Background: an optimization exercise with open tools, aiming at small area. Do not read the settings as production practice.
At most, simulation tests tie the RTL to the original design; equivalence was not proved.
The clock port is modelled as an ideal driver, which makes a skipped or thinned clock tree look cheaper than it is; a real chip needs a root buffer or a tree.
Power and IR drop assume default switching activity.

## i2c_master
module i2c_master
#(
parameter input_clk = 25_000_000,
parameter bus_clk   = 400_000
)(
input           clk         ,
input           reset_n     ,
input           ena         ,
input     [6:0] addr        ,
input           rw          ,
input     [7:0] data_wr     ,
output reg      busy        ,
output reg[7:0] data_rd     ,
output reg      ack_error   ,
input           sda_i       ,
input           scl_i       ,
output          sda_oe      ,
output          scl_oe
);
==> module i2c_master, before the edit <==
module i2c_master
#(
parameter input_clk = 25_000_000,
parameter bus_clk   = 400_000
)(
input           clk         ,
input           reset_n     ,
input           ena         ,
input     [6:0] addr        ,
input           rw          ,
input     [7:0] data_wr     ,
output reg      busy        ,
output reg[7:0] data_rd     ,
output reg      ack_error   ,
input           sda_i       ,
input           scl_i       ,
output          sda_oe      ,
output          scl_oe
);
localparam divider = (input_clk/bus_clk)/4;
localparam [1:0] T_CTRL = 2'b00;
localparam [1:0] T_CMD  = 2'b01;
localparam [1:0] T_WR   = 2'b10;
localparam [1:0] T_RD   = 2'b11;
localparam [2:0] C_READY = 3'b000;
localparam [2:0] C_START = 3'b001;
localparam [2:0] C_STOP  = 3'b010;
localparam [2:0] C_RSTART = 3'b011;
localparam [2:0] C_ACK1  = 3'b101;
localparam [2:0] C_ACK2  = 3'b110;
localparam [2:0] C_MACK  = 3'b111;
reg [1:0] ph;         
reg [3:0] sub;        
reg       stretch;
reg [1:0] typ;
reg [2:0] cnt;
reg [7:0] addr_rw;
reg [7:0] data_tx;    
wire sub0   = (sub == 4'd1);
wire wrap   = (sub == divider);
wire q1     = (ph == 2'b01);
wire q2     = (ph == 2'b11);
wire q3     = (ph == 2'b10);
wire rise   = sub0 & q1;               
wire fall   = sub0 & q3;               
wire dclk_p = sub0 ? ph[1] : ph[0];    
wire step   = ~stretch;
wire nq2    = step ? (wrap ? q1 : q2) : q2;
always @(posedge clk or negedge reset_n) begin
  if (~reset_n) begin
    ph <= 2'b00;
    sub <= 4'd1;
    stretch <= 1'b0;
  end else begin
    if (step) begin
      sub <= (sub + 4'd1) | {3'b000, wrap};
      if (wrap)
        ph <= {ph[0], ~ph[1]};
    end
    stretch <= nq2 & ~scl_i;
  end
end
wire match    = (addr_rw == {addr, rw});
wire ctrl     = (typ == T_CTRL);
wire st_ready = ctrl & (cnt == C_READY);
wire st_start = ctrl & (cnt == C_START);
wire st_rstart = ctrl & (cnt == C_RSTART);
wire st_stop  = ctrl & (cnt == C_STOP);
wire st_ack1  = ctrl & (cnt == C_ACK1);
wire st_ack2  = ctrl & (cnt == C_ACK2);
wire st_mack  = ctrl & (cnt == C_MACK);
wire st_cmd   = (typ == T_CMD);
wire st_wr    = (typ == T_WR);
wire st_rd    = (typ == T_RD);
wire last     = (cnt == 3'd7);
wire load     = rise & ena & (st_ready | st_ack2 | st_mack);
wire tx_shift = (rise & st_wr) | (fall & st_rd);
wire rd_end   = rise & st_rd & last;
wire       tx_hold = ~(load | tx_shift);
wire [6:0] tx_next = ({7{load}} & data_wr[6:0]) |
                     ({7{tx_shift & ~load}} & {data_tx[5:0], st_wr | sda_i}) |
                     ({7{tx_hold}} & data_tx[6:0]);
always @(posedge clk) begin
  if (load)
    addr_rw <= {addr, rw};
  data_tx[6:0] <= tx_next;
end
always @(posedge clk or negedge reset_n) begin
  if (~reset_n)
    data_tx[7] <= 1'b1;
  else if (load)
    data_tx[7] <= data_wr[7];
  else if (rd_end)
    data_tx[7] <= ~(ena & match);
  else if (tx_shift)
    data_tx[7] <= data_tx[6];
end
always @(posedge clk or negedge reset_n) begin
  if (~reset_n) begin
    typ <= T_CTRL;
    cnt <= C_READY;
    busy <= 1'b0;
    ack_error <= 1'b0;
    data_rd <= 8'd0;
  end else if (rise) begin
    busy <= ctrl ? (cnt[2] ? ~(cnt[1] & ena) :
                    (cnt == C_READY) ? ena :
                    (cnt != C_STOP)) : 1'b1;
    if (!ctrl) begin
      if (last) begin
        typ <= T_CTRL;
        cnt <= {1'b1, typ};
        if (st_rd)
          data_rd <= data_tx;
      end else begin
        cnt <= cnt + 3'd1;
      end
    end else begin
      case (cnt)
        C_READY: begin
          if (ena) cnt <= C_START;
        end
        C_START, C_RSTART: begin
          typ <= T_CMD;
          cnt <= 3'd0;
        end
        C_ACK1: begin
          typ <= addr_rw[0] ? T_RD : T_WR;
          cnt <= 3'd0;
        end
        C_ACK2, C_MACK: begin
          if (ena) begin
            if (match) begin
              typ <= cnt[1:0];
              cnt <= 3'd0;
            end else begin
              cnt <= C_RSTART;
            end
          end else begin
            cnt <= C_STOP;
          end
        end
        C_STOP: begin
          cnt <= C_READY;
        end
        default: ;
      endcase
    end
  end else if (fall) begin
    if (st_start)
      ack_error <= 1'b0;
    if (st_ack1 | st_ack2)
      ack_error <= ack_error | sda_i;
  end
end
reg sda_ena_n;
always @(*) begin
  case (typ)
    T_CMD:   sda_ena_n = addr_rw[~cnt];
    T_WR:    sda_ena_n = data_tx[7];
    T_RD:    sda_ena_n = 1'b1;
    default:
      case (cnt)
        C_START, C_RSTART: sda_ena_n = dclk_p;
        C_STOP:           sda_ena_n = ~dclk_p;
        C_ACK1:           sda_ena_n = 1'b1;
        default:          sda_ena_n = data_tx[7];
      endcase
  endcase
end
wire scl_ena = ~(st_ready | (st_start & dclk_p) | (st_stop & ~dclk_p));
assign scl_oe = scl_ena & ~ph[1];
assign sda_oe = ~sda_ena_n;
endmodule
export LEC_CHECK = 0
export CAP_MARGIN = 20
export CORE_AREA = 2 2 60 60
export DIE_AREA = 0 0 62 62
export GPL_TIMING_DRIVEN = 0
export SLEW_MARGIN = 20
create_clock -name core_clock -period 40.0 [get_ports {clk}]
standard.sh (not shown) runs the stock make flow with config.mk's settings and CLKGATE_MAP_FILE= SYNTH_SCRIPT=/design/flow/synth_recipe.tcl, a recipe that flattens the netlist after the stock synthesis.
==> flow/flow/run.sh <==
#!/bin/bash
# Own layout flow: the standard ORFS flow (via the standard.sh) with
#  - the standard synthesis script, except that adders are not mapped to
#    adder cells and ABC maps the logic with an area-oriented script
#    (abc_area.abc) instead of ORFS's;
#  - port buffers of the smallest buffer cell;
#  - a clock tree of K leaf buffers fed by the clock port (mycts.tcl).
set -eo pipefail
W=$PWD
F=$W/flow
export OWN_FLOW_DIR=$F
export OWN_FLOW_LOG_DIR=$W
{
  head -n 1 synth_recipe.tcl
  # no adder cells: ABC maps the small counters better from plain logic
  echo 'set ::env(ADDER_MAP_FILE) ""'
  cat <<TCL
proc abc {args} {
  set i [lsearch -exact \$args -script]
  if { \$i >= 0 } { set args [lreplace \$args [expr {\$i + 1}] [expr {\$i + 1}] $F/abc_area.abc] }
  yosys abc {*}\$args
}
TCL
  tail -n +2 synth_recipe.tcl
} > own_synth.tcl
export BUFFER_PORTS_ARGS="-buffer_cell sky130_fd_sc_hd__buf_1"
export PRE_CTS_TCL=$F/cts_hook.tcl
bash standard.sh SYNTH_SCRIPT=$W/own_synth.tcl finish > standard.log 2>&1
Other scripts of this flow, unchanged in this note and not shown: flow/flow/abc_area.abc, flow/flow/cts_hook.tcl, flow/flow/my_cts_trial.tcl, flow/flow/mycts.tcl
Change:
--- a/flow/design.v
+++ b/flow/design.v
@@ -78,13 +78,17 @@
 wire rd_end   = rise & st_rd & last;
 wire       tx_hold = ~(load | tx_shift);
 wire [6:0] tx_next = ({7{load}} & data_wr[6:0]) |
                      ({7{tx_shift & ~load}} & {data_tx[5:0], st_wr | sda_i}) |
                      ({7{tx_hold}} & data_tx[6:0]);
+wire       aw_rot  = rise & st_cmd;
+wire       aw_hold = ~(load | aw_rot);
+wire [7:0] aw_next = ({8{load}} & {addr, rw}) |
+                     ({8{aw_rot}} & {addr_rw[6:0], addr_rw[7]}) |
+                     ({8{aw_hold}} & addr_rw);
 always @(posedge clk) begin
-  if (load)
-    addr_rw <= {addr, rw};
+  addr_rw <= aw_next;
   data_tx[6:0] <= tx_next;
 end
 always @(posedge clk or negedge reset_n) begin
   if (~reset_n)
     data_tx[7] <= 1'b1;
@@ -154,11 +158,11 @@
   end
 end
 reg sda_ena_n;
 always @(*) begin
   case (typ)
-    T_CMD:   sda_ena_n = addr_rw[~cnt];
+    T_CMD:   sda_ena_n = addr_rw[7];
     T_WR:    sda_ena_n = data_tx[7];
     T_RD:    sda_ena_n = 1'b1;
     default:
       case (cnt)
         C_START, C_RSTART: sda_ena_n = dclk_p;
- power climbs by 9.6%
- worst setup slack is worse by 0.0056 ns
- synthesized cell count increases by 5.0%
- final cell count rose by 4.2%
- sequential cell count is unchanged
- critical path depth went up by 1
- wire length came out higher by 2.3%
In every run of this note, the design's own scripts or RTL, not TritonCTS, make the clock network.

Another version of the RTL of i2c_master (not shown whole).
For scale: about 38 flip-flops, about 33 I/O pins, about 1700 um2 of cells after synthesis.
==> module i2c_master, before the edit <==
module i2c_master
#(
parameter input_clk = 25_000_000,
parameter bus_clk   = 400_000
)(
input           clk         ,
input           reset_n     ,
input           ena         ,
input     [6:0] addr        ,
input           rw          ,
input     [7:0] data_wr     ,
output reg      busy        ,
output reg[7:0] data_rd     ,
output reg      ack_error   ,
input           sda_i       ,
input           scl_i       ,
output          sda_oe      ,
output          scl_oe
);
localparam divider = (input_clk/bus_clk)/4;
localparam [1:0] T_CTRL = 2'b00;
localparam [1:0] T_CMD  = 2'b01;
localparam [1:0] T_WR   = 2'b10;
localparam [1:0] T_RD   = 2'b11;
localparam [2:0] C_READY = 3'b000;
localparam [2:0] C_START = 3'b001;
localparam [2:0] C_STOP  = 3'b010;
localparam [2:0] C_RSTART = 3'b011;
localparam [2:0] C_ACK1  = 3'b101;
localparam [2:0] C_ACK2  = 3'b110;
localparam [2:0] C_MACK  = 3'b111;
reg [1:0] ph;         
reg [3:0] sub;        
reg       stretch;
reg [1:0] typ;
reg [2:0] cnt;
reg [7:0] addr_rw;
reg [7:0] data_tx;    
wire sub0   = (sub == 4'd1);
wire wrap   = (sub == divider);
wire q1     = (ph == 2'b01);
wire q2     = (ph == 2'b11);
wire q3     = (ph == 2'b10);
wire rise   = sub0 & q1;               
wire fall   = sub0 & q3;               
wire dclk_p = sub0 ? ph[1] : ph[0];    
wire step   = ~stretch;
wire nq2    = step ? (wrap ? q1 : q2) : q2;
always @(posedge clk or negedge reset_n) begin
  if (~reset_n) begin
    ph <= 2'b00;
    sub <= 4'd1;
    stretch <= 1'b0;
  end else begin
    if (step) begin
      sub <= (sub + 4'd1) | {3'b000, wrap};
      if (wrap)
        ph <= {ph[0], ~ph[1]};
    end
    stretch <= nq2 & ~scl_i;
  end
end
wire match    = (addr_rw == {addr, rw});
wire ctrl     = (typ == T_CTRL);
wire st_ready = ctrl & (cnt == C_READY);
wire st_start = ctrl & (cnt == C_START);
wire st_rstart = ctrl & (cnt == C_RSTART);
wire st_stop  = ctrl & (cnt == C_STOP);
wire st_ack1  = ctrl & (cnt == C_ACK1);
wire st_ack2  = ctrl & (cnt == C_ACK2);
wire st_mack  = ctrl & (cnt == C_MACK);
wire st_cmd   = (typ == T_CMD);
wire st_wr    = (typ == T_WR);
wire st_rd    = (typ == T_RD);
wire last     = (cnt == 3'd7);
wire load     = rise & ena & (st_ready | st_ack2 | st_mack);
wire tx_shift = (rise & st_wr) | (fall & st_rd);
wire rd_end   = rise & st_rd & last;
always @(posedge clk) begin
  if (load)
    addr_rw <= {addr, rw};
  if (load)
    data_tx[6:0] <= data_wr[6:0];
  else if (tx_shift)
    data_tx[6:0] <= {data_tx[5:0], st_wr | sda_i};
end
always @(posedge clk or negedge reset_n) begin
  if (~reset_n)
    data_tx[7] <= 1'b1;
  else if (load)
    data_tx[7] <= data_wr[7];
  else if (rd_end)
    data_tx[7] <= ~(ena & match);
  else if (tx_shift)
    data_tx[7] <= data_tx[6];
end
always @(posedge clk or negedge reset_n) begin
  if (~reset_n) begin
    typ <= T_CTRL;
    cnt <= C_READY;
    busy <= 1'b0;
    ack_error <= 1'b0;
    data_rd <= 8'd0;
  end else if (rise) begin
    busy <= ctrl ? (cnt[2] ? ~(cnt[1] & ena) :
                    (cnt == C_READY) ? ena :
                    (cnt != C_STOP)) : 1'b1;
    if (!ctrl) begin
      if (last) begin
        typ <= T_CTRL;
        cnt <= {1'b1, typ};
        if (st_rd)
          data_rd <= data_tx;
      end else begin
        cnt <= cnt + 3'd1;
      end
    end else begin
      case (cnt)
        C_READY: begin
          if (ena) cnt <= C_START;
        end
        C_START, C_RSTART: begin
          typ <= T_CMD;
          cnt <= 3'd0;
        end
        C_ACK1: begin
          typ <= addr_rw[0] ? T_RD : T_WR;
          cnt <= 3'd0;
        end
        C_ACK2, C_MACK: begin
          if (ena) begin
            if (match) begin
              typ <= cnt[1:0];
              cnt <= 3'd0;
            end else begin
              cnt <= C_RSTART;
            end
          end else begin
            cnt <= C_STOP;
          end
        end
        C_STOP: begin
          cnt <= C_READY;
        end
        default: ;
      endcase
    end
  end else if (fall) begin
    if (st_start)
      ack_error <= 1'b0;
    if (st_ack1 | st_ack2)
      ack_error <= ack_error | sda_i;
  end
end
reg sda_ena_n;
always @(*) begin
  case (typ)
    T_CMD:   sda_ena_n = addr_rw[~cnt];
    T_WR:    sda_ena_n = data_tx[7];
    T_RD:    sda_ena_n = 1'b1;
    default:
      case (cnt)
        C_START, C_RSTART: sda_ena_n = dclk_p;
        C_STOP:           sda_ena_n = ~dclk_p;
        C_ACK1:           sda_ena_n = 1'b1;
        default:          sda_ena_n = data_tx[7];
      endcase
  endcase
end
wire scl_ena = ~(st_ready | (st_start & dclk_p) | (st_stop & ~dclk_p));
assign scl_oe = scl_ena & ~ph[1];
assign sda_oe = ~sda_ena_n;
endmodule
Settings: LEC_CHECK=0, CAP_MARGIN=20, CORE_AREA=2 2 60 60, DIE_AREA=0 0 62 62, GPL_TIMING_DRIVEN=0, SLEW_MARGIN=20; clock period 40.0 ns.
Scripts as last shown in full above: flow/flow/run.sh
Other scripts of this flow, unchanged in this note and not shown: flow/flow/abc_area.abc, flow/flow/cts_hook.tcl, flow/flow/my_cts_trial.tcl, flow/flow/mycts.tcl
Next try:
--- a/flow/design.v
+++ b/flow/design.v
@@ -36,8 +36,8 @@
 reg [2:0] cnt;
 reg [7:0] addr_rw;
 reg [7:0] data_tx;    
-wire sub0   = (sub == 4'd1);
-wire wrap   = (sub == divider);
+wire sub0   = (sub == 4'd0);
+wire wrap   = (sub == divider-1);
 wire q1     = (ph == 2'b01);
 wire q2     = (ph == 2'b11);
 wire q3     = (ph == 2'b10);
@@ -49,13 +49,16 @@
 always @(posedge clk or negedge reset_n) begin
   if (~reset_n) begin
     ph <= 2'b00;
-    sub <= 4'd1;
+    sub <= 4'd0;
     stretch <= 1'b0;
   end else begin
     if (step) begin
-      sub <= (sub + 4'd1) | {3'b000, wrap};
-      if (wrap)
+      if (wrap) begin
+        sub <= 4'd0;
         ph <= {ph[0], ~ph[1]};
+      end else begin
+        sub <= sub + 4'd1;
+      end
     end
     stretch <= nq2 & ~scl_i;
   end
=>
- via count decreases slightly
- global-route usage barely changes
- power increases by a few percent
- clock power increases by about a fifth
- maximum frequency decreases slightly
- core utilization increases by 0.84 points
- routed wire length increases slightly
- final area increases slightly
- worst hold slack is about the same
- worst setup slack is worse by 170 ps
- synthesized cell count is unchanged
- combinational power decreases slightly
- register-to-register slack is better by 210 ps
No functional check of the RTL was part of the second run of this note. In every run of this note, the design's own scripts or RTL, not TritonCTS, make the clock network.

## port drivers added, routing unchanged
The flow's constraints put no driver on any port. The routed layouts listed below were extracted and timed again, unchanged, in two steps. Step 1 assumes that a clkbuf_16 drives the clock port and a buf_2 every other input. Step 2 also shifts input and output timing later by t, the mid clock arrival at the registers, as if the neighbouring blocks saw the same clock. a / b / c = ideal / step 1 / step 2; a / b = the first two.
run | shift t [ns] | setup WS [ns] | worst setup path at the end
the first run of note 1 | 0.205 | 29.867 / 29.819 / 30.024 | register to output
the second run of note 1 | 0.200 | 29.861 / 29.818 / 29.946 | input to register
the first run of note 2 | 0.202 | 29.978 / 29.932 / 30.072 | input to register
the second run of note 2 | 0.179 | 29.807 / 29.823 / 29.643 | input to register
After both steps setup and hold are still met in every run listed. The setup slack of the second run of note 2, which loses most, moves by +0.016 ns with the drivers and by -0.164 ns with both steps.
